Context: an optimization exercise on an open-source flow, tuned for small area. The choices shown serve that exercise and are no tape-out recipe.
The RTL was checked by simulation tests, not by an equivalence proof against the original design.
Power and IR drop assume default switching activity.

## RegisterFile
module RegisterFile #(
    parameter DATA_WIDTH = 32,
    parameter NUM_REGISTERS = 32
)(
    input logic clk,
    input logic rst,
    input logic [4:0] readRegister1,
    input logic [4:0] readRegister2,
    input logic [4:0] writeRegister,
    input logic [DATA_WIDTH-1:0] writeData,
    input logic writeEnable,
    output logic [DATA_WIDTH-1:0] readData1,
    output logic [DATA_WIDTH-1:0] readData2
);
    logic [DATA_WIDTH-1:0] registers [0:NUM_REGISTERS-1];
    logic [DATA_WIDTH-1:0] nextRegisters [0:NUM_REGISTERS-1];
    logic [NUM_REGISTERS-1:0] valid;
    logic [NUM_REGISTERS-1:0] sel1, sel2, wsel, hold;
    logic [DATA_WIDTH-1:0] rd1, rd2;
    logic [NUM_REGISTERS-1:0] col [0:DATA_WIDTH-1];
    always_comb begin
        for (int i = 0; i < NUM_REGISTERS; i++) begin
            sel1[i] = (readRegister1 == i) && valid[i];
            sel2[i] = (readRegister2 == i) && valid[i];
            wsel[i] = (writeRegister == i) && writeEnable;
            hold[i] = !wsel[i];
        end
        for (int b = 0; b < DATA_WIDTH; b++)
            for (int i = 0; i < NUM_REGISTERS; i++)
                col[b][i] = registers[i][b];
    end
    for (genvar i = 0; i < NUM_REGISTERS; i++) begin : g_row
        for (genvar b = 0; b < DATA_WIDTH; b++) begin : g_bit
            rf_hold u_hold (
                .ld(wsel[i]), .hold(hold[i]), .d(writeData[b]),
                .q(registers[i][b]), .y(nextRegisters[i][b])
            );
        end
    end
  ...
Size: roughly 3300 cells after synthesis, ~1100 flip-flops, roughly 42000 um2 of cells after synthesis.
Settings: LEC_CHECK=0, CAP_MARGIN=20, CORE_MARGIN=2, CORE_UTILIZATION=40, SLEW_MARGIN=20, SYNTH_HIERARCHICAL=1; clock period 4.0 ns.
run.sh (not shown) runs the stock make flow with config.mk's settings and CLKGATE_MAP_FILE= SYNTH_SCRIPT=/design/flow/synth_recipe.tcl, a recipe that flattens the netlist after the stock synthesis.
The starting point went through all stages and came out clean.
Next try:
==> flow/flow/run.sh (new file) <==
#!/bin/bash
cp standard.sh standard.sh.txt
export BUFFER_PORTS_ARGS="-buffer_cell sky130_fd_sc_hd__buf_1"
export CTS_ARGS="-sink_clustering_enable -repair_clock_nets -dont_use_dummy_load"
bash standard.sh > standard.log 2>&1
==> flow/standard.sh (new file) <==
#!/bin/bash
# synth_recipe.tcl (not shown) runs the flow's synth.tcl, then flattens the netlist and writes it again
# the make line also repeats each setting of config.mk as NAME=value (left out here)
make -C /OpenROAD-flow-scripts/flow DESIGN_CONFIG=/design/flow/config.mk WORK_HOME=/design/flow/orfs CLKGATE_MAP_FILE= SYNTH_SCRIPT=/design/flow/synth_recipe.tcl "${@:-finish}"
removed: flow/run.sh
The new run produced a clean layout. Sequential cell count is unchanged. Non-clock buffer count shrinks by 18. Die area does not change. Clock-buffer cell count went down by 54. Cell count decreases by 2.3%.

---

RegisterFile, a different RTL version from the one above (not shown whole).
Size in the first run: roughly 3,400 cells after synthesis, about 1,100 flip-flops, roughly 110 I/O pins, roughly 0.042 mm^2 of cells after synthesis.
export LEC_CHECK = 0
export CAP_MARGIN = 20
export CORE_MARGIN = 2
export CORE_UTILIZATION = 40
export GPL_TIMING_DRIVEN = 0
export SLEW_MARGIN = 20
export SYNTH_HIERARCHICAL = 1
create_clock -name core_clock -period 4.0 [get_ports {clk}]
standard.sh (not shown) runs the stock make flow with config.mk's settings and CLKGATE_MAP_FILE= SYNTH_SCRIPT=/design/flow/synth_recipe.tcl, a recipe that flattens the netlist after the stock synthesis.
==> flow/flow/run.sh <==
#!/bin/bash
# The standard layout (standard.sh) with these changes, passed to the
# ORFS scripts through make variables and their environment:
# - synthesis is the standard one, run unchanged;
# - the port buffers are the smallest buffer (buf_1);
# - clock tree synthesis uses clkbuf_8 only, clusters of up to 16 sinks
#   within 60 um, and adds no dummy loads;
# - after synthesis the large buffers and inverters are don't-use, so that
#   repair_design buffers the wide select nets with small cells.
# Each step's output goes to its own log file here (synth.log, layout.log);
# ORFS's per-step logs are under orfs/logs/.
set -e
PLATFORM_DONT_USE="sky130_fd_sc_hd__probe_p_8 sky130_fd_sc_hd__probec_p_8 sky130_fd_sc_hd__lpflow_bleeder_1 sky130_fd_sc_hd__lpflow_clkbufkapwr_1 sky130_fd_sc_hd__lpflow_clkbufkapwr_16 sky130_fd_sc_hd__lpflow_clkbufkapwr_2 sky130_fd_sc_hd__lpflow_clkbufkapwr_4 sky130_fd_sc_hd__lpflow_clkbufkapwr_8 sky130_fd_sc_hd__lpflow_clkinvkapwr_1 sky130_fd_sc_hd__lpflow_clkinvkapwr_16 sky130_fd_sc_hd__lpflow_clkinvkapwr_2 sky130_fd_sc_hd__lpflow_clkinvkapwr_4 sky130_fd_sc_hd__lpflow_clkinvkapwr_8 sky130_fd_sc_hd__lpflow_decapkapwr_12 sky130_fd_sc_hd__lpflow_decapkapwr_3 sky130_fd_sc_hd__lpflow_decapkapwr_4 sky130_fd_sc_hd__lpflow_decapkapwr_6 sky130_fd_sc_hd__lpflow_decapkapwr_8 sky130_fd_sc_hd__lpflow_inputiso0n_1 sky130_fd_sc_hd__lpflow_inputiso0p_1 sky130_fd_sc_hd__lpflow_inputiso1n_1 sky130_fd_sc_hd__lpflow_inputiso1p_1 sky130_fd_sc_hd__lpflow_inputisolatch_1 sky130_fd_sc_hd__lpflow_isobufsrc_1 sky130_fd_sc_hd__lpflow_isobufsrc_16 sky130_fd_sc_hd__lpflow_isobufsrc_2 sky130_fd_sc_hd__lpflow_isobufsrc_4 sky130_fd_sc_hd__lpflow_isobufsrc_8 sky130_fd_sc_hd__lpflow_isobufsrckapwr_16 sky130_fd_sc_hd__lpflow_lsbuf_lh_hl_isowell_tap_1 sky130_fd_sc_hd__lpflow_lsbuf_lh_hl_isowell_tap_2 sky130_fd_sc_hd__lpflow_lsbuf_lh_hl_isowell_tap_4 sky130_fd_sc_hd__lpflow_lsbuf_lh_isowell_4 sky130_fd_sc_hd__lpflow_lsbuf_lh_isowell_tap_1 sky130_fd_sc_hd__lpflow_lsbuf_lh_isowell_tap_2 sky130_fd_sc_hd__lpflow_lsbuf_lh_isowell_tap_4"
EXTRA_DONT_USE="sky130_fd_sc_hd__buf_6 sky130_fd_sc_hd__buf_8 sky130_fd_sc_hd__buf_12 sky130_fd_sc_hd__buf_16 sky130_fd_sc_hd__bufbuf_8 sky130_fd_sc_hd__bufbuf_16 sky130_fd_sc_hd__bufinv_8 sky130_fd_sc_hd__bufinv_16 sky130_fd_sc_hd__inv_8 sky130_fd_sc_hd__inv_12 sky130_fd_sc_hd__inv_16 sky130_fd_sc_hd__clkinv_8 sky130_fd_sc_hd__clkinv_16"
export BUFFER_PORTS_ARGS="-buffer_cell sky130_fd_sc_hd__buf_1"
export CTS_ARGS="-sink_clustering_enable -repair_clock_nets -dont_use_dummy_load -buf_list {sky130_fd_sc_hd__clkbuf_8} -sink_clustering_size 16 -sink_clustering_max_diameter 60"
bash standard.sh synth > synth.log 2>&1
bash standard.sh "DONT_USE_CELLS=$PLATFORM_DONT_USE $EXTRA_DONT_USE" finish > layout.log 2>&1
Rerun with:
--- a/flow/flow/run.sh
+++ b/flow/flow/run.sh
@@ -4,6 +4,6 @@
 # - synthesis is the standard one, run unchanged;
 # - the port buffers are the smallest buffer (buf_1);
-# - clock tree synthesis uses clkbuf_8 only, clusters of up to 16 sinks
-#   within 60 um, and adds no dummy loads;
+# - clock tree synthesis uses clkbuf_16 only, clusters of up to 25 sinks
+#   within 80 um, and adds no dummy loads;
 # - after synthesis the large buffers and inverters are don't-use, so that
 #   repair_design buffers the wide select nets with small cells.
@@ -14,5 +14,5 @@
 EXTRA_DONT_USE="sky130_fd_sc_hd__buf_6 sky130_fd_sc_hd__buf_8 sky130_fd_sc_hd__buf_12 sky130_fd_sc_hd__buf_16 sky130_fd_sc_hd__bufbuf_8 sky130_fd_sc_hd__bufbuf_16 sky130_fd_sc_hd__bufinv_8 sky130_fd_sc_hd__bufinv_16 sky130_fd_sc_hd__inv_8 sky130_fd_sc_hd__inv_12 sky130_fd_sc_hd__inv_16 sky130_fd_sc_hd__clkinv_8 sky130_fd_sc_hd__clkinv_16"
 export BUFFER_PORTS_ARGS="-buffer_cell sky130_fd_sc_hd__buf_1"
-export CTS_ARGS="-sink_clustering_enable -repair_clock_nets -dont_use_dummy_load -buf_list {sky130_fd_sc_hd__clkbuf_8} -sink_clustering_size 16 -sink_clustering_max_diameter 60"
+export CTS_ARGS="-sink_clustering_enable -repair_clock_nets -dont_use_dummy_load -buf_list {sky130_fd_sc_hd__clkbuf_16} -sink_clustering_size 25 -sink_clustering_max_diameter 80"
 bash standard.sh synth > synth.log 2>&1
 bash standard.sh "DONT_USE_CELLS=$PLATFORM_DONT_USE $EXTRA_DONT_USE" finish > layout.log 2>&1
Settings changed: CORE_UTILIZATION 40 to 55.
=>
- The changed run finished clean
- wire length went up by 3.8%
- cell count went down by 8.4%
- global-route usage went up by 13 points
- worst setup slack got worse by 0.22 ns
- synthesized area stays the same
- power stays flat
- cell area went down by 1.3%
- critical path depth does not change
- count of clock-buffer cells in the layout went down by 48
- sequential share of layout area went up by 0.67 points
- clock power went down by about 2%

[what the ideal ports hide]
The flow's constraints put no driver on any port. The routed layouts listed below were extracted and timed again, unchanged, in two steps. Step 1 (the two cells are an assumption about what drives the block):
set clk [get_ports {clk}]
set_driving_cell -lib_cell sky130_fd_sc_hd__clkbuf_16 $clk
set_driving_cell -lib_cell sky130_fd_sc_hd__buf_2 [delete_from_list [all_inputs] $clk]
Step 2 also shifts input and output timing later by t, the mid clock arrival at the registers, as if the neighbouring blocks saw the same clock. a / b / c = no drivers / after step 1 / after step 2; a / b = the first two.
| run | t, ns | setup WS [ns] | clock arrival spread, ns |
|---|---|---|---|
| the first run of note 1 | 0.786 | 0.454 / 0.496 / -0.290 | 0.029 / 0.028 |
| the second run of note 1 | 0.746 | 0.867 / 0.911 / 0.166 | 0.060 / 0.059 |
| the first run of note 2 | 0.848 | 0.817 / 0.863 / 0.015 | 0.077 / 0.077 |
| the second run of note 2 | 0.724 | 0.600 / 0.651 / -0.073 | 0.050 / 0.049 |
With both steps, setup timing fails in the first run of note 1 and the second run of note 2, where it was met with ideal ports. For the first run of note 2, which loses most, drivers alone change the setup slack by +0.046 ns; drivers and shift together by -0.802 ns.
